This is an optimization exercise on Yosys and OpenROAD, whose aim is a short achievable clock period and few clock cycles, not a production implementation. The RTL was checked by simulation tests, not by an equivalence proof against the original design. Power and IR drop assume default switching activity.

==> design/flow/standard.sh <==
#!/bin/bash
# synth_recipe.tcl (not shown) runs the flow's synth.tcl, then flattens the netlist and writes it again
# the make line also repeats each setting of config.mk as NAME=value (left out here)
make -C /OpenROAD-flow-scripts/flow DESIGN_CONFIG=/design/flow/config.mk WORK_HOME=/design/flow/orfs CLKGATE_MAP_FILE= SYNTH_SCRIPT=/design/flow/synth_recipe.tcl "${@:-finish}"
==> design/flow/flow/margin.txt <==
19.5
==> design/flow/constraint.sdc <==
create_clock -name core_clock -period 26.0 [get_ports {clk}]
set_input_delay 5.2000 -clock core_clock [delete_from_list [all_inputs] [get_ports {clk}]]
set_output_delay 5.2000 -clock core_clock [all_outputs]
set_load 0.01 [all_outputs]
==> design/flow/config.mk <==
export PLATFORM = sky130hd
export DESIGN_NAME = y86_pipe
export DESIGN_NICKNAME = y86_pipe
export VERILOG_FILES = /design/flow/design.v
export SDC_FILE = /design/flow/constraint.sdc
export NUM_CORES = 4
export LEC_CHECK = 0
export CAP_MARGIN = 20
export CORE_MARGIN = 2
export CORE_UTILIZATION = 50
export SLEW_MARGIN = 20
export SYNTH_HIERARCHICAL = 1
==> design/flow/flow/run.sh <==
#!/bin/bash
set -uo pipefail
cd "$(dirname "$0")/.."
MARGIN=$(cat flow/margin.txt)
bash standard.sh \
    SETUP_SLACK_MARGIN="$MARGIN" \
    MATCH_CELL_FOOTPRINT=0 \
    "BUFFER_PORTS_ARGS=-buffer_cell sky130_fd_sc_hd__buf_6" \
    finish > flow_standard.log 2>&1
status=$?
exit $status
==> design/flow/design.v <==
module y86_pipe (
    input clk,
    input rst,                   
    output [11:0] imem_addr,     
    input  [79:0] imem_data,     
    output [13:0] dmem_addr,     
    output [63:0] dmem_wdata,    
    output dmem_we,              
    input  [63:0] dmem_rdata,    
    output [1:0] stat            
);
localparam [3:0] I_HALT = 4'h0, I_NOP = 4'h1, I_CMOV = 4'h2, I_IRMOV = 4'h3,
                 I_RMMOV = 4'h4, I_MRMOV = 4'h5, I_OP = 4'h6, I_JXX = 4'h7,
                 I_CALL = 4'h8, I_RET = 4'h9, I_PUSH = 4'hA, I_POP = 4'hB;
localparam [3:0] RNONE = 4'hF, RSP = 4'h4;
localparam PD_W = 4*4 + 15*2 + 13 + 14;        
function cond;
    input [3:0] fn;
    input [1:0] cc;              
    reg zf, lt;
    begin
        zf = cc[0]; lt = cc[1];
        case (fn)
        4'd0: cond = 1'b1;
        4'd1: cond = lt | zf;
        4'd2: cond = lt;
        4'd3: cond = zf;
        4'd4: cond = ~zf;
        4'd5: cond = ~lt;
        4'd6: cond = ~lt & ~zf;
        default: cond = 1'b0;
        endcase
    end
endfunction
reg [11:0] F_pc;
reg        F_bad;                
reg        D_valid;
reg [79:0] D_raw;
reg [11:0] D_pc;
reg        D_bad;
reg [12:0] D_pred;               
reg        D_predT;              
reg [3:0]  D_srcA, D_srcB, D_dstE, D_dstM;
reg [14:0] D_ohA, D_ohB;         
reg        D_xB, D_yA, D_yC, D_yM1, D_ci, D_sub, D_isJC, D_isJxx, D_isCall, D_isRet,
           D_isOP, D_isHalt, D_invalid, D_Adata;
reg [12:0] D_valP;
reg        E_valid;
reg [3:0]  E_icode, E_ifun, E_dstE, E_dstM;
reg [63:0] E_X, E_Y;             
reg        E_ci;                 
reg [63:0] E_A;                  
reg        E_Afwd;               
reg        E_exc;
reg [1:0]  E_stat;
reg [12:0] E_pred;
reg        M_valid;
reg [13:0] M_addr;
reg [63:0] M_wdata;
reg        M_we;
reg [63:0] M_valE;
reg [3:0]  M_dstE, M_dstM;
reg        M_isOP, M_isRet;
reg [1:0]  M_flags;
reg        M_exc;
reg [1:0]  M_stat;
reg [12:0] M_pred;
reg        W_valid;
reg [63:0] W_valE, W_valM;
reg [3:0]  W_dstE, W_dstM;
reg        W_isOP;
reg        W_isRet;              
reg [12:0] W_pred;               
reg [1:0]  W_flags;
reg [1:0]  CC;                   
reg [1:0]  S_stat;               
reg        stop;                 
reg [63:0] regs [0:14];
reg [12:0] ras [0:7];
reg [2:0]  ras_sp;               
wire W_mismatch = W_isRet & (W_valM != {51'd0, W_pred});
wire W_bad      = |W_valM[63:12];
wire [3:0] D_icode = D_raw[79:76];
wire [3:0] D_ifun  = D_raw[75:72];
wire [3:0] D_rA    = D_raw[71:68];
wire [3:0] D_rB    = D_raw[67:64];
wire [63:0] D_valC = D_isJC ? D_raw[71:8] : D_raw[63:0];
wire d_exc = D_bad | D_invalid | D_isHalt;
wire [1:0] d_stat = D_bad ? 2'd2 : D_invalid ? 2'd3 : D_isHalt ? 2'd1 : 2'd0;
wire dv   = D_valid & ~stop;             
wire dok  = dv & ~d_exc;                 
wire [3:0] d_srcA = D_srcA, d_srcB = D_srcB;
wire [63:0] e_valE;
wire [3:0]  e_dstE;
wire [1:0]  e_flags;
wire        E_isOP   = E_valid & (E_icode == I_OP);
wire        E_isLoad = E_valid & ((E_icode == I_MRMOV) | (E_icode == I_POP));
function [63:0] fwd;
    input [3:0] src;
    input [3:0] m_de;   input [63:0] m_ve;
    input [3:0] w_dm;   input [63:0] w_vm;
    input [3:0] w_de;   input [63:0] w_ve;
    input [63:0] rf;
    begin
        if (src == RNONE)       fwd = 64'd0;
        else if (src == m_de)   fwd = m_ve;
        else if (src == w_dm)   fwd = w_vm;
        else if (src == w_de)   fwd = w_ve;
        else                    fwd = rf;
    end
endfunction
reg [63:0] rfA, rfB;
integer ri;
always @(*) begin
    rfA = 64'd0;
    rfB = 64'd0;
    for (ri = 0; ri < 15; ri = ri + 1) begin
        rfA = rfA | (regs[ri] & {64{D_ohA[ri]}});
        rfB = rfB | (regs[ri] & {64{D_ohB[ri]}});
    end
end
wire d_eA = (d_srcA != RNONE) & (d_srcA == e_dstE);
wire d_eB = (d_srcB != RNONE) & (d_srcB == e_dstE);
wire d_mA = (d_srcA != RNONE) & ~d_eA & (d_srcA == M_dstM);
wire d_mB = (d_srcB != RNONE) & ~d_eB & (d_srcB == M_dstM);
wire [63:0] d_oA = fwd(d_srcA, M_dstE, M_valE, W_dstM, W_valM, W_dstE, W_valE, rfA);
wire [63:0] d_oB = fwd(d_srcB, M_dstE, M_valE, W_dstM, W_valM, W_dstE, W_valE, rfB);
wire d_sub = D_sub, d_xB = D_xB, d_yA = D_yA, d_yC = D_yC, d_yM1 = D_yM1, d_ci = D_ci;
wire d_aP  = D_isCall;
wire [63:0] x_o = d_xB ? d_oB : 64'd0;
wire [63:0] y_o = d_yA ? (d_oA ^ {64{d_sub}}) : d_yC ? D_valC : {64{d_yM1}};
wire [63:0] a_o = d_aP ? {51'd0, D_valP} : d_oA;
wire [63:0] x_n, y_n, a_n;
fwd_sel u_selx (.sel_e(d_xB & d_eB), .sel_m(d_xB & d_mB), .inv(1'b0),
                .e_val(e_valE), .m_val(dmem_rdata), .other(x_o), .out(x_n));
fwd_sel u_sely (.sel_e(d_yA & d_eA), .sel_m(d_yA & d_mA), .inv(d_sub),
                .e_val(e_valE), .m_val(dmem_rdata), .other(y_o), .out(y_n));
fwd_sel u_sela (.sel_e(~d_aP & d_eA), .sel_m(~d_aP & d_mA), .inv(1'b0),
                .e_val(e_valE), .m_val(dmem_rdata), .other(a_o), .out(a_n));
wire [1:0] cc_E = M_isOP ? M_flags : W_isOP ? W_flags : CC;      
wire [1:0] cc_D;                                                 
wire d_jmp      = dok & D_isJxx;
wire d_taken, d_mispred;
br_check u_brchk (.e_flags(e_flags), .e_op(E_isOP), .cc_e(cc_E), .fn(D_ifun), .jmp(d_jmp),
                  .pred(D_predT), .cc(cc_D), .taken(d_taken), .mispred(d_mispred));
wire D_tgt_bad  = |D_raw[71:20];
wire [12:0] d_redir = D_predT ? D_valP : {D_tgt_bad, D_valC[11:0]};
wire d_Adata    = D_Adata;
wire d_lA       = E_isLoad & (E_dstM != RNONE) & (E_dstM == d_srcA);
wire lu_hazard  = (d_lA & ~d_Adata) | (E_isLoad & (E_dstM != RNONE) & (E_dstM == d_srcB));
wire d_replay   = dok & lu_hazard;
wire d_advance  = dv & ~d_replay & ~W_mismatch & ~rst;
assign imem_addr = F_pco;
wire d_call = dok & D_isCall;
wire d_ret  = dok & D_isRet;
wire [12:0] ras_top = d_call ? D_valP :
                      d_ret  ? ras[ras_sp - 3'd2] : ras[ras_sp - 3'd1];
wire D_wentT = D_isCall | D_predT;
wire f_bad = F_bad | (dok & D_isJC & D_wentT & D_tgt_bad);
wire f_cc_known = ~(dok & D_isOP);
wire [15:0] f_tk;
genvar gk;
generate
    for (gk = 0; gk < 16; gk = gk + 1) begin : tk
        assign f_tk[gk] = ~f_cc_known | cond(gk, cc_D);
    end
endgenerate
wire        f_ovr = rst | W_mismatch | d_mispred | d_replay;
wire [12:0] f_ovr_val = rst        ? 13'd0 :
                        W_mismatch ? {W_bad, W_valM[11:0]} :
                        d_mispred  ? d_redir : {D_bad, D_pc};
wire [12:0] f_p1  = {1'b0, F_pc} + 13'd1;
wire [12:0] f_p2  = {1'b0, F_pc} + 13'd2;
wire [12:0] f_p9  = {1'b0, F_pc} + 13'd9;
wire [12:0] f_p10 = {1'b0, F_pc} + 13'd10;
wire [12:0] f_p3  = {1'b0, F_pc} + 13'd3;
wire [12:0] f_p11 = {1'b0, F_pc} + 13'd11;
wire [79:0] f_win1 = {imem_data[71:0], 8'h00};       
wire        f_fold;
fold_check u_fold (.ic0(imem_data[79:76]), .ic1(imem_data[71:68]), .bad(f_bad), .fold(f_fold));
wire [12:0] f_n0, f_n1;
wire        f_t0, f_t1;
next_pc u_next0 (
    .icode(imem_data[79:76]), .ifun(imem_data[75:72]), .tgt(imem_data[19:8]),
    .p1(f_p1), .p2(f_p2), .p9(f_p9), .p10(f_p10),
    .bad(f_bad), .ras_top(ras_top), .tk(f_tk), .next(f_n0), .taken(f_t0)
);
next_pc u_next1 (
    .icode(f_win1[79:76]), .ifun(f_win1[75:72]), .tgt(f_win1[19:8]),
    .p1(f_p2), .p2(f_p3), .p9(f_p10), .p10(f_p11),
    .bad(f_bad), .ras_top(ras_top), .tk(f_tk), .next(f_n1), .taken(f_t1)
);
wire [12:0] f_next;      
wire        f_taken;
fetch_pick u_fpick (.fold(f_fold), .n0(f_n0), .n1(f_n1), .t0(f_t0), .t1(f_t1),
                    .ovr(f_ovr), .ovr_val(f_ovr_val), .next(f_next), .taken(f_taken));
reg [11:0] F_pco;
always @(posedge clk) begin
    if (rst) F_pco <= 12'd0;
    else     F_pco <= f_next[11:0];
end
always @(posedge clk) begin
    F_pc  <= f_next[11:0];
    F_bad <= f_next[12];
end
wire [PD_W-1:0] f_pd0, f_pd1;
predecode u_pd0 (.inst(imem_data), .p1(f_p1), .p2(f_p2), .p9(f_p9), .p10(f_p10), .pd(f_pd0));
predecode u_pd1 (.inst(f_win1),    .p1(f_p2), .p2(f_p3), .p9(f_p10), .p10(f_p11), .pd(f_pd1));
wire [PD_W-1:0] f_pd   = f_fold ? f_pd1  : f_pd0;
wire [79:0]     f_inst = f_fold ? f_win1 : imem_data;
always @(posedge clk) begin
    D_valid <= ~(rst | W_mismatch | d_mispred | d_replay);
    D_raw   <= f_inst;
    {D_srcA, D_srcB, D_dstE, D_dstM, D_ohA, D_ohB, D_valP,
     D_sub, D_xB, D_yA, D_yC, D_yM1, D_ci, D_isJC, D_isJxx, D_isCall, D_isRet,
     D_isOP, D_isHalt, D_invalid, D_Adata} <= f_pd;
    D_pc    <= f_fold ? f_p1[11:0] : F_pc;
    D_bad   <= f_bad | (f_fold & f_p1[12]);
    D_pred  <= ras_top;
    D_predT <= f_taken;
end
always @(posedge clk) begin
    if (rst)
        ras_sp <= 3'd0;
    else if (d_advance & d_call)
        ras_sp <= ras_sp + 3'd1;
    else if (d_advance & d_ret)
        ras_sp <= ras_sp - 3'd1;
end
always @(posedge clk) begin
    if (d_call & ~d_replay & ~W_mismatch)
        ras[ras_sp] <= D_valP;
end
always @(posedge clk) begin
    if (rst | W_mismatch)
        stop <= 1'b0;
    else if (d_advance & d_exc)
        stop <= 1'b1;
end
always @(posedge clk) begin
    if (rst | W_mismatch | ~d_advance)
        E_valid <= 1'b0;
    else
        E_valid <= 1'b1;
    E_icode <= d_exc ? I_NOP : D_icode;
    E_ifun  <= D_ifun;
    E_dstE  <= (d_advance & ~d_exc) ? D_dstE : RNONE;
    E_dstM  <= (d_advance & ~d_exc) ? D_dstM : RNONE;
    E_X     <= x_n;
    E_Y     <= y_n;
    E_ci    <= d_ci;
    E_A     <= a_n;
    E_Afwd  <= d_lA & d_Adata;
    E_exc   <= d_exc;
    E_stat  <= d_stat;
    E_pred  <= D_pred;
end
wire [63:0] e_sum;
wire        e_co;
ks_add64 u_add (.a(E_X), .b(E_Y), .ci(E_ci), .s(e_sum), .co(e_co));
wire [63:0] e_and = E_X & E_Y;
wire [63:0] e_xor = E_X ^ E_Y;
wire        e_logic = (E_icode == I_OP) & E_ifun[1];
assign e_valE = e_logic ? (E_ifun[0] ? e_xor : e_and) : e_sum;
wire [63:0] e_or = E_X | E_Y;
wire z_sum = ~|(e_xor ^ {e_or[62:0], E_ci});
wire e_zf = e_logic ? (E_ifun[0] ? ~|e_xor : ~|e_and) : z_sum;
wire e_lt = e_logic ? (E_ifun[0] ? e_xor[63] : e_and[63]) : (E_X[63] ^ E_Y[63] ^ e_co);
assign e_flags = {e_lt, e_zf};
wire e_cnd = cond(E_ifun, cc_E);
assign e_dstE = (E_icode == I_CMOV && !e_cnd) ? RNONE : E_dstE;
wire e_isMem   = (E_icode == I_RMMOV) | (E_icode == I_MRMOV) | (E_icode == I_CALL) |
                 (E_icode == I_RET) | (E_icode == I_PUSH) | (E_icode == I_POP);
wire e_isStore = (E_icode == I_RMMOV) | (E_icode == I_CALL) | (E_icode == I_PUSH);
wire e_useX    = (E_icode == I_RET) | (E_icode == I_POP);   
wire [63:0] e_addr = e_useX ? E_X : e_sum;
wire [14:0] e_lo  = {1'b0, E_X[13:0]} + {1'b0, E_Y[13:0]};
wire e_hi_zero = (e_xor[14] == e_lo[14]) & ~|(e_xor[63:15] ^ e_or[62:14]);
wire e_fault = e_isMem & (e_useX ? |E_X[63:14] : ~e_hi_zero);
wire block_store = (M_valid & M_exc) | (S_stat != 2'd0);
wire [63:0] e_wdata;
late_sel u_selw (.sel(E_Afwd), .inv(1'b0), .late(dmem_rdata), .other(E_A), .out(e_wdata));
wire m_we_pre = ~(rst | W_mismatch | ~E_valid) & e_isStore & ~e_fault & ~E_exc & ~block_store;
wire m_ret    = M_isRet & ~rst & ~W_mismatch;
wire m_we_n;
ret_check u_rchk (.rdata(dmem_rdata), .pred(M_pred), .is_ret(m_ret), .we_pre(m_we_pre),
                  .we(m_we_n));
always @(posedge clk) begin
    if (rst | W_mismatch | ~E_valid) begin
        M_valid <= 1'b0;
        M_dstE  <= RNONE;
        M_dstM  <= RNONE;
        M_isOP  <= 1'b0;
        M_isRet <= 1'b0;
        M_exc   <= 1'b0;
    end else begin
        M_valid <= 1'b1;
        M_dstE  <= e_dstE;
        M_dstM  <= E_dstM;
        M_isOP  <= (E_icode == I_OP);
        M_isRet <= (E_icode == I_RET) & ~e_fault;
        M_exc   <= E_exc | e_fault;
    end
    M_we    <= m_we_n;
    M_addr  <= e_addr[13:0];
    M_wdata <= e_wdata;
    M_valE  <= e_valE;
    M_flags <= e_flags;
    M_stat  <= E_exc ? E_stat : 2'd2;
    M_pred  <= E_pred;
end
assign dmem_addr  = M_addr;
assign dmem_wdata = M_wdata;
assign dmem_we    = M_we;
always @(posedge clk) begin
    if (rst | W_mismatch | ~M_valid) begin
        W_valid <= 1'b0;
        W_dstE  <= RNONE;
        W_dstM  <= RNONE;
        W_isOP  <= 1'b0;
        W_isRet <= 1'b0;
    end else begin
        W_valid <= 1'b1;
        W_dstE  <= M_dstE;
        W_dstM  <= M_dstM;
        W_isOP  <= M_isOP;
        W_isRet <= M_isRet;
    end
    W_valE  <= M_valE;
    W_valM  <= dmem_rdata;
    W_pred  <= M_pred;
    W_flags <= M_flags;
end
always @(posedge clk) begin
    if (rst)
        S_stat <= 2'd0;
    else if (S_stat == 2'd0 && !W_mismatch) begin
        if (M_valid && M_exc)
            S_stat <= M_stat;
        else if (E_valid && (E_exc || e_fault) && !M_isRet)
            S_stat <= E_exc ? E_stat : 2'd2;
    end
end
assign stat = S_stat;
always @(posedge clk) begin
    if (rst)
        CC <= 2'b00;
    else if (W_isOP)
        CC <= W_flags;
end
always @(posedge clk) begin
    if (W_dstE != RNONE && W_dstE != W_dstM)
        regs[W_dstE] <= W_valE;
    if (W_dstM != RNONE)
        regs[W_dstM] <= W_valM;
end
endmodule
module next_pc (
    input  [3:0]  icode,
    input  [3:0]  ifun,
    input  [11:0] tgt,
    input  [12:0] p1, p2, p9, p10,   
    input         bad,
    input  [12:0] ras_top,
    input  [15:0] tk,
    output [12:0] next,
    output        taken
);
    assign taken = tk[ifun];
    wire to_tgt = (icode == 4'h8) | ((icode == 4'h7) & taken);
    reg [12:0] seq;
    always @(*) begin
        case (icode)
        4'h2, 4'h6, 4'hA, 4'hB: seq = p2;
        4'h3, 4'h4, 4'h5:       seq = p10;
        4'h7:                   seq = p9;
        4'h9:                   seq = ras_top;
        default:                seq = p1;
        endcase
    end
    assign next = to_tgt ? {bad, tgt} : {seq[12] | bad, seq[11:0]};
endmodule
module fold_check (
    input  [3:0] ic0,
    input  [3:0] ic1,
    input        bad,
    output       fold
);
    assign fold = (ic0 == 4'h1) & (ic1 != 4'h3) & (ic1 != 4'h4) & (ic1 != 4'h5) & ~bad;
endmodule
module fetch_pick (
    input         fold,
    input  [12:0] n0, n1,
    input         t0, t1,
    input         ovr,
    input  [12:0] ovr_val,
    output [12:0] next,
    output        taken
);
    assign next  = ovr ? ovr_val : fold ? n1 : n0;
    assign taken = fold ? t1 : t0;
endmodule
module predecode (
    input  [79:0] inst,
    input  [12:0] p1, p2, p9, p10,   
    output [4*4+15*2+13+14-1:0] pd
);
    localparam [3:0] I_HALT = 4'h0, I_CMOV = 4'h2, I_IRMOV = 4'h3,
                     I_RMMOV = 4'h4, I_MRMOV = 4'h5, I_OP = 4'h6, I_JXX = 4'h7,
                     I_CALL = 4'h8, I_RET = 4'h9, I_PUSH = 4'hA, I_POP = 4'hB;
    localparam [3:0] RNONE = 4'hF, RSP = 4'h4;
    wire [3:0] ic = inst[79:76];
    wire [3:0] fn = inst[75:72];
    wire [3:0] rA = inst[71:68];
    wire [3:0] rB = inst[67:64];
    reg [3:0] srcA, srcB, dstE, dstM;
    reg [12:0] valP;
    always @(*) begin
        srcA = RNONE; srcB = RNONE; dstE = RNONE; dstM = RNONE;
        case (ic)
        I_CMOV:  begin srcA = rA; dstE = rB; end
        I_IRMOV: begin dstE = rB; end
        I_RMMOV: begin srcA = rA; srcB = rB; end
        I_MRMOV: begin srcB = rB; dstM = rA; end
        I_OP:    begin srcA = rA; srcB = rB; dstE = rB; end
        I_CALL:  begin srcB = RSP; dstE = RSP; end
        I_RET:   begin srcA = RSP; srcB = RSP; dstE = RSP; end
        I_PUSH:  begin srcA = rA; srcB = RSP; dstE = RSP; end
        I_POP:   begin srcA = RSP; srcB = RSP; dstE = RSP; dstM = rA; end
        default: ;
        endcase
        case (ic)
        I_CMOV, I_OP, I_PUSH, I_POP: valP = p2;
        I_IRMOV, I_RMMOV, I_MRMOV:   valP = p10;
        I_JXX, I_CALL:               valP = p9;
        default:                     valP = p1;
        endcase
    end
    wire [14:0] ohA, ohB;
    genvar i;
    generate
        for (i = 0; i < 15; i = i + 1) begin : oh
            assign ohA[i] = (srcA == i);
            assign ohB[i] = (srcB == i);
        end
    endgenerate
    wire sub = (ic == I_OP) & (fn[1:0] == 2'd1);
    assign pd = {srcA, srcB, dstE, dstM, ohA, ohB, valP,
                 sub,
                 (ic == I_OP) | (ic == I_RMMOV) | (ic == I_MRMOV) |
                 (ic == I_CALL) | (ic == I_RET) | (ic == I_PUSH) | (ic == I_POP),    
                 (ic == I_OP) | (ic == I_CMOV),                                       
                 (ic == I_RMMOV) | (ic == I_MRMOV) | (ic == I_IRMOV),                 
                 (ic == I_CALL) | (ic == I_PUSH),                                     
                 sub | (ic == I_RET) | (ic == I_POP),                                 
                 (ic == I_JXX) | (ic == I_CALL),                                      
                 (ic == I_JXX), (ic == I_CALL), (ic == I_RET), (ic == I_OP),
                 (ic == I_HALT), (ic > I_POP),
                 (ic == I_RMMOV) | (ic == I_PUSH)};                                   
endmodule
module br_check (
    input  [1:0] e_flags,
    input        e_op,
    input  [1:0] cc_e,
    input  [3:0] fn,
    input        jmp,
    input        pred,
    output [1:0] cc,
    output       taken,
    output       mispred
);
    assign cc = e_op ? e_flags : cc_e;
    wire zf = cc[0], lt = cc[1];
    reg t;
    always @(*) begin
        case (fn)
        4'd0: t = 1'b1;
        4'd1: t = lt | zf;
        4'd2: t = lt;
        4'd3: t = zf;
        4'd4: t = ~zf;
        4'd5: t = ~lt;
        4'd6: t = ~lt & ~zf;
        default: t = 1'b0;
        endcase
    end
    assign taken = t;
    assign mispred = jmp & (t != pred);
endmodule
module fwd_sel (
    input         sel_e,
    input         sel_m,
    input         inv,
    input  [63:0] e_val,
    input  [63:0] m_val,
    input  [63:0] other,
    output [63:0] out
);
    assign out = sel_e ? (e_val ^ {64{inv}}) : sel_m ? (m_val ^ {64{inv}}) : other;
endmodule
module late_sel (
    input         sel,
    input         inv,
    input  [63:0] late,
    input  [63:0] other,
    output [63:0] out
);
    assign out = sel ? (late ^ {64{inv}}) : other;
endmodule
module ret_check (
    input  [63:0] rdata,
    input  [12:0] pred,
    input         is_ret,
    input         we_pre,
    output        we
);
    wire differ = rdata != {51'd0, pred};
    assign we = we_pre & ~(is_ret & differ);
endmodule
module ks_add64 (input [63:0] a, input [63:0] b, input ci, output [63:0] s, output co);
    wire [63:0] p0 = a ^ b;
    wire [64:0] g [0:7];
    wire [64:0] p [0:7];
    assign g[0] = {a & b, ci};
    assign p[0] = {p0, 1'b0};
    genvar l, i;
    generate
        for (l = 0; l < 7; l = l + 1) begin : lvl
            for (i = 0; i < 65; i = i + 1) begin : bt
                if (i >= (1 << l)) begin : pg
                    assign g[l+1][i] = g[l][i] | (p[l][i] & g[l][i - (1 << l)]);
                    assign p[l+1][i] = p[l][i] & p[l][i - (1 << l)];
                end else begin : ps
                    assign g[l+1][i] = g[l][i];
                    assign p[l+1][i] = p[l][i];
                end
            end
        end
    endgenerate
    wire [64:0] c = g[7];        
    assign s  = p0 ^ c[63:0];
    assign co = c[64];
endmodule
==> key figures, run 1 <==
Power and ir drop
  – Clock network power share: 29.5%
  – Worst vdd ir: 0.0704 mV
  – Power Density: 86.9 nW/um^2
  – Flop pwr share: 41.0%
  – Sw Ratio: 35.6%
  – Comb pwr share: 29.5%
  – Pleak: 0.0409 uW
  – Power Internal: 6480 uW
  – Psw: 3590 uW

Critical path
  – Setup CP Type: reg2out
  – Slowest CP cell: dfxtp_4
  – Delay-heaviest family, CP: flip-flops
  – Crit path required time: 20800 ps
  – CP cell instances: buf_6
  – Worst Path Buf+Inv: 1
  – CP peak stage delay: 400 ps
  – Startpoint Class: flip-flop
  – Data arrival, critical path: 1400 ps
  – CP endpoint kind: primary output
  – Crit path max fanout: 1

Drt
  – Drt initial violations: 18760
  – First drt pass iteration count: 13
  – DR vias/cell: 7.58
  – DR vias: 92956
  – Wirelength per Cell: 41.5 um
  – # DRC: 0
  – Routed WL: 509000 um
  – Number of routed nets with antenna violations: 0

Clock network
  – Latest clock arrival within the worst-skew pair: 900 ps
  – Root Buffer: clkbuf_16
  – Max Root-Sink Buffers: 3
  – H-Tree Depth: 4
  – Num CTS Buffers: 201
  – CTS sink cnt: 1830
  – CTS tree: built
  – Clock transition at path regs: 60 ps

Final layout
  – Multi-input gate area: 52500 sq um
  – Share of layout cells above drive strength 1: 24.6%
  – FILL cells: 17715
  – Post-Layout Cell Count: 12270
  – Area Overhead vs Synth: 11.2%
  – Register area: 47600 sq um
  – NumNets Final: 9628

STA
  – Final Skew: 59.5 ps
  – Final hold vios: 0
  – Minimum clock period: 6600 ps
  – Slew Viols, Final: 0
  – Setup violators final: 0
  – Post-route clock period utilization: 25.4%
  – Post-Route Setup TNS: 0 ps
  – RSZ-0062 raised after global routing: true
  – Measured slew at the worst slew-check pin: 1290 ps
  – FMAX: 151 MHz
  – Relative slew slack: 14.0%

Global route
  – Grt total ovfl: 0
  – Vias in the first global route: 87759
  – Initial antenna violation count: 34
  – First-pass GRT wire length: 696000 um
  – Gr usage total: 46.4%
  – Largest net degree at the start of global routing: 109

Placed design
  – Final GP Congestion: 1.05
  – Port Buf Inserts: 238
  – Inst Count DP: 11849
  – HPWL Detailed: 321000 um

Floorplan
  – DIE HEIGHT: 460 um
  – Rows: 167
  – Overall die area: 212000 sq um
  – Core area: 207000 sq um
  – Initial Utilization: 50.3%
  – Chip Width: 460 um
  – Num ports: 239

Yosys
  – Sequential element share of the synthesized area: 45.4%
  – Number of synthesized register bits: 1830
  – Synth top area cells: edfxtp_1 31%, dfxtp_1 15%, mux2_2 12%
  – Synth unique cells: 106
  – Yosys warns: 11
  – Yosys top cell area share: 30.7%
  – Mapped Area: 104000 sq um
  – Post-synth EDFFs: 1064
  – Fraction of registers with async set/reset: 0%
  – Post-Syn Instances: 9575
  – Synthesized area per cell: 10.9 sq um
  – Ys flop type: edfxtp_1
  – Leading area contributor after synthesis: edfxtp_1

Hold path
  – Hold WC Path Type: reg2reg

Status
  – Status: finished clean

Run
  – Max_cap viols: 0
[sequential cells by signal, indices dropped and copies added (netlist names), 64 cells and up]
register,cells
ras,104
E_Y,64
M_valE,64
E_A,64
E_X,64
regs,960
W_valM,64
D_raw,80
M_wdata,64
W_valE,64
[path summary, 6_finish.rpt]
path                                     startpoint                  end  slack [ps]  cells after the start
worst max-delay path            M_wdata[30]$_DFF_P_       dmem_wdata[30]       19400                      1
worst min-delay path              E_pred[2]$_DFF_P_    M_pred[2]$_DFF_P_         320                      0
worst max register to register      E_X[15]$_DFF_P_  F_pco[0]$_SDFF_PP0_       19650                     23
worst min register to register    E_pred[2]$_DFF_P_    M_pred[2]$_DFF_P_         320                      0
[through the flow]
stage / hold slack [ps] / cell area [sq um] / total power [uW] / utilization, % / setup slack [ps]
after floorplan: 310 / 104000 / 5670 / - / 18920
after global placement: 310 / 108000 / 6920 / 52.3 / 17760
after detailed placement: 312 / 108000 / 6960 / 52.3 / 17740
after CTS: 314 / 116000 / 9900 / 55.8 / 19380
after global routing: 332 / 116000 / 10300 / 55.9 / 19390
final: 323 / 116000 / 10100 / 55.9 / 19400
[kinds of logic after synthesis]
| kind of cell | count (synthesis) | synth area share, % |
|---|---|---|
| AOI/OAI and AO/OA | 2800 | 20.3 |
| xor gates and xnor gates | 330 | 2.78 |
| adders and majority gates | 202 | 2.43 |
| buffers and inverters | 1169 | 4.81 |
| DFF | 1830 | 45.4 |
| muxes | 1404 | 15.6 |
| other | 2 | 0.00721 |
| and+or+nand+nor | 1838 | 8.68 |
[per-module statistics from Yosys (local to each module, per instance)]
module | cells | area (sq um) | flip-flops and latches | copies in the design
y86_pipe | 7205 | 87500 | 1830 | 1
fwd_sel | 249 | 1990 | 0 | 3
late_sel | 213 | 1290 | 0 | 1
predecode | 241 | 1370 | 0 | 2
next_pc | 124 | 971 | 0 | 2
br_check | 19 | 140 | 0 | 1
fold_check | 6 | 37.5 | 0 | 1
ks_add64 | 575 | 3890 | 0 | 1
fetch_pick | 44 | 297 | 0 | 1
ret_check | 36 | 294 | 0 | 1
[final cells by class]
cell class / instances / area share (%)
flip-flops and latches: 1830 / 41.1
well taps: 2788 / 3.01
clock buffers: 287 / 4.94
diodes: 22 / 0.0476
multi-input cells: 6583 / 45.4
repair buffers: 476 / 4.03
inverters: 188 / 0.617
clock inverters: 96 / 0.893
[power by group through the flow]
stage / Clock, uW / Combinational [uW] / Sequential, uW
2_1_floorplan: 0 / 1870 / 3810
3_3_place_gp: 0 / 2780 / 4140
3_5_place_dp: 0 / 2820 / 4140
4_1_cts: 2960 / 2840 / 4100
5_1_grt: 3080 / 3070 / 4150
6_report: 2970 / 2960 / 4130
[routing by layer]
| layer | share of wire (%) | GRT usage, % |
|---|---|---|
| met5 | 0.068 | 0.0918 |
| met4 | 9.3 | 35.0 |
| met3 | 14 | 14.4 |
| met2 | 41 | 65.9 |
| met1 | 36 | 58.8 |
[cell usage after synthesis (23+ instances only)]
library cell,count
a211oi_1,79
a32o_1,198
or2_2,38
o21bai_1,26
o22ai_1,340
and4_1,61
dfxtp_1,766
a22oi_1,346
ha_1,201
buf_2,180
nor4_1,119
nand4_1,140
buf_1,106
nor2_1,512
mux2_2,1153
xor2_1,109
a221oi_1,258
o211ai_1,96
nor3_1,61
o21ai_0,339
buf_6,34
nand2_1,509
a222oi_1,128
xnor2_1,221
mux4_2,52
nand3_1,174
edfxtp_1,1064
a21oi_1,334
a21o_1,38
nand2b_1,48
and3_1,23
nor2b_1,46
mux2i_1,179
a22o_1,274
inv_1,185
clkbuf_1,642
a221o_1,189
[timing repair]
item / CTS / global route
setup buffers: 11 / 2
gates resized for setup: 135 / 36
hold buffers: 0 / 0
cloned: 3 / 0
setup endpoints to repair: 266 / 228
pin swaps: 9 / 4
[layout by cell type, fill, tap and decap left out, drive strengths merged, types with 64 or more instances in the layout]
| cell | instances |
|---|---|
| nand2 | 509 |
| a32o | 198 |
| a22oi | 346 |
| nand3 | 174 |
| edfxtp | 1064 |
| xor2 | 109 |
| nor3 | 64 |
| nor4 | 126 |
| a222oi | 128 |
| clkinv | 64 |
| a22o | 274 |
| inv | 196 |
| o211ai | 97 |
| dfxtp | 766 |
| nand4 | 141 |
| o22ai | 340 |
| xnor2 | 221 |
| mux2 | 1173 |
| a221o | 189 |
| mux2i | 179 |
| a211oi | 80 |
| ha | 201 |
| clkbuf | 289 |
| o21ai | 353 |
| nor2 | 519 |
| a221oi | 260 |
| a21oi | 336 |
| buf | 474 |
Testbench counts, summed over its fixed seeds: cycles 20,467.
==> run 2: changes to the inputs <==
==> design/flow/flow/margin.txt (replaced) <==
19.6
==> key figures, run 2 <==
Critical path
  – Slowest CP cell: dfxtp_4
  – CP peak stage delay: 420 ps
  – RR Startpoint: E_X[3]$_DFF_P_
  – RR Endpoint: F_pco[9]$_SDFF_PP0_
  – Worst R2R Setup Slack: 19720 ps
  – Delay-heaviest family, CP: flip-flops
  – Crit path max fanout: 1
  – CP cell instances: buf_6
  – Crit path required time: 20800 ps
  – Worst Path Buf+Inv: 1
  – Worst reg-to-reg path cell count: 25
  – Data arrival, critical path: 1410 ps
  – CP endpoint kind: primary output
  – Startpoint Class: flip-flop
  – Setup CP Type: reg2out

Yosys
  – Yosys warns: 11
  – Ys flop type: edfxtp_1
  – Mapped Area: 104000 sq um
  – Post-Syn Instances: 9575
  – Number of synthesized register bits: 1830
  – Post-synth EDFFs: 1064
  – Leading area contributor after synthesis: edfxtp_1
  – Synth unique cells: 106
  – Synth top cells by count: 1153 x mux2_2, 1064 x edfxtp_1, 766 x dfxtp_1
  – Sequential element share of the synthesized area: 45.4%
  – Top-count cell post-synth: mux2_2
  – Yosys top cell area share: 30.7%
  – Fraction of registers with async set/reset: 0%
  – Synth top area cells: edfxtp_1 31%, dfxtp_1 15%, mux2_2 12%
  – Synthesized area per cell: 10.9 sq um

Global route
  – Grt total ovfl: 0
  – Largest net degree at the start of global routing: 83
  – GRT met1 Usage: 57.5%
  – GRT busiest layer: met2
  – Gr usage total: 45.6%
  – Initial antenna violation count: 19
  – First-pass GRT wire length: 684000 um
  – Vias in the first global route: 86762
  – Met3 Usage GRT: 13.6%
  – Met2 GRT Util: 65.7%

Final layout
  – Post-Layout Cell Count: 12265
  – Share of layout cells above drive strength 1: 24.9%
  – NumNets Final: 9636
  – Max reg flops: 960
  – Multi-input gate area: 53100 sq um
  – Area Overhead vs Synth: 12.0%
  – Register area: 47600 sq um
  – Most common cell after layout, fill and taps aside: edfxtp_1
  – Top reg by flops: regs
  – Top flop regs: regs: 960 flops, ras: 104 flops, D_raw: 80 flops
  – Most frequent cells in the layout: 1064 x edfxtp_1, 1008 x mux2_2, 636 x dfxtp_1, 507 x nand2_1, 502 x nor2_1
  – FILL cells: 17713

Floorplan
  – DIE HEIGHT: 460 um
  – Num ports: 239
  – Chip Width: 460 um
  – Initial Utilization: 50.3%
  – Overall die area: 212000 sq um
  – Core area: 207000 sq um
  – Rows: 167

Clock network
  – Max Root-Sink Buffers: 3
  – Cts hold-fix bufs: 0
  – Root Buffer: clkbuf_16
  – CTS sink cnt: 1830
  – Num CTS Buffers: 199
  – CTS tree: built
  – Clock transition at path regs: 60 ps
  – H-Tree Depth: 4
  – Latest clock arrival within the worst-skew pair: 900 ps

Placed design
  – Port Buf Inserts: 238
  – HPWL Detailed: 318000 um
  – Final GP Congestion: 1.04
  – Inst Count DP: 11842

STA
  – Final Skew: 54.5 ps
  – Post-Route Setup TNS: 0 ps
  – Relative slew slack: 10.8%
  – FMAX: 151 MHz
  – Final hold vios: 0
  – Minimum clock period: 6610 ps
  – Slew Viols, Final: 0
  – RSZ-0062 raised after global routing: true
  – Post-route clock period utilization: 25.4%
  – Setup violators final: 0
  – Measured slew at the worst slew-check pin: 1330 ps

Run
  – Max_cap viols: 0

Hold path
  – Number of cells on the worst hold path: 0
  – Worst hold endpoint: E_pred[8]$_DFF_P_
  – Beginning of the worst hold path: D_pred[8]$_DFF_P_
  – Hold WC Path Type: reg2reg

Power and ir drop
  – Power Density: 86.7 nW/um^2
  – Worst vdd ir: 0.0776 mV
  – Pleak: 0.0415 uW

Drt
  – DR vias/cell: 7.52
  – # DRC: 0
  – Drt initial violations: 18321
  – DR vias: 92289
  – Wirelength per Cell: 40.9 um
  – Routed WL: 501000 um
  – Number of routed nets with antenna violations: 0
  – First drt pass iteration count: 9

Status
  – Status: finished clean
run 2: modules after synthesis, one instance, submodules excluded:
module	flops+latches	area, sq um
predecode	0	1370
fwd_sel	0	1990
y86_pipe	1830	87500
fold_check	0	37.5
late_sel	0	1290
ret_check	0	294
next_pc	0	971
fetch_pick	0	297
br_check	0	140
ks_add64	0	3890
run 2: final cells by class:
type / count / area share [%]
clock inverter: 84 / 0.904
timing repair buffer: 486 / 4.19
inverter: 188 / 0.615
multi-input combinational: 6583 / 45.6
tap: 2788 / 2.99
sequential: 1830 / 40.8
antenna: 17 / 0.0365
clock buffer: 289 / 4.91
run 2: where the power goes:
group | internal (uW) | switching (uW)
combinational | 1270 | 1690
sequential | 3570 | 579
clock | 1720 | 1280
total | 6560 | 3550
run 2: routing by layer:
| layer | wire length (um) | vias up |
|---|---|---|
| met5 | 78 | - |
| met4 | 46600 | 10 |
| met3 | 67700 | 2048 |
| met2 | 208000 | 8124 |
| met1 | 179000 | 45103 |
| li1 | - | 37004 |
run 2: cells by family (layout without fill, tap and decap cells):
| kind of cell | after synthesis | after routing | share of synthesized area (%) |
|---|---|---|---|
| simple gates | 1838 | 1838 | 8.68 |
| fa+ha+maj | 202 | 202 | 2.43 |
| mux | 1404 | 1404 | 15.6 |
| xor+xnor | 330 | 330 | 2.78 |
| other cells | 2 | 26 | 0.00721 |
| flops | 1830 | 1830 | 45.4 |
| buf+inv | 1169 | 1047 | 4.81 |
| compound gates | 2800 | 2800 | 20.3 |
run 2: metrics by stage:
stage	instance area [sq um]	setup slack (ps)	util [%]	hold slack, ps	total power [uW]
detailed placement	109000	17440	52.5	312	6980
CTS	116000	19370	56.2	322	9950
finish	117000	19390	56.3	327	10100
global route	117000	19380	56.3	329	10300
floorplan	105000	18920	-	310	5680
global placement	109000	17400	52.5	311	6920
run 2: worst max path at each step:
stage / start / cells past startpoint / slack, ps / end
detailed placement: imem_data[69] / 9 / 17440 / F_pco[1]$_SDFF_PP0_
floorplan: rst / 10 / 18920 / M_we$_DFF_P_
CTS: M_we$_DFF_P_ / 1 / 19370 / dmem_we
global route: M_we$_DFF_P_ / 1 / 19380 / dmem_we
finish: M_we$_DFF_P_ / 1 / 19390 / dmem_we
global placement: imem_data[69] / 9 / 17400 / F_pco[1]$_SDFF_PP0_
run 2: timing repair:
item	in CTS	in global routing
cloned	9	1
buffers inserted	12	7
pin swaps	10	9
endpoints found under the setup margin	284	192
resized for setup	163	38

## afterwards: timing with drivers on the ports
The results above use ideal ports. As a check the final layouts listed here were re-extracted and re-timed, cells and wires unchanged.
Step 1 sets driving cells, clkbuf_16 on the clock port and buf_2 on the other inputs (assumed; they add their load-dependent delay and slew).
Step 2 also shifts input and output timing later by t, the mid clock arrival at the registers, as if the neighbouring blocks saw the same clock.
a / b / c = ideal / step 1 / step 2; a / b = the first two.
run	t, ns	setup slack, ns	worst slew at a driven data input, ns
run 1	0.973	19.397 / 19.296 / 18.539	0.24
run 2	0.972	19.393 / 19.294 / 18.467	0.27
After both steps setup and hold are still met in every run listed. The setup slack of run 2, which loses most, moves by -0.099 ns with the drivers and by -0.926 ns with both steps.
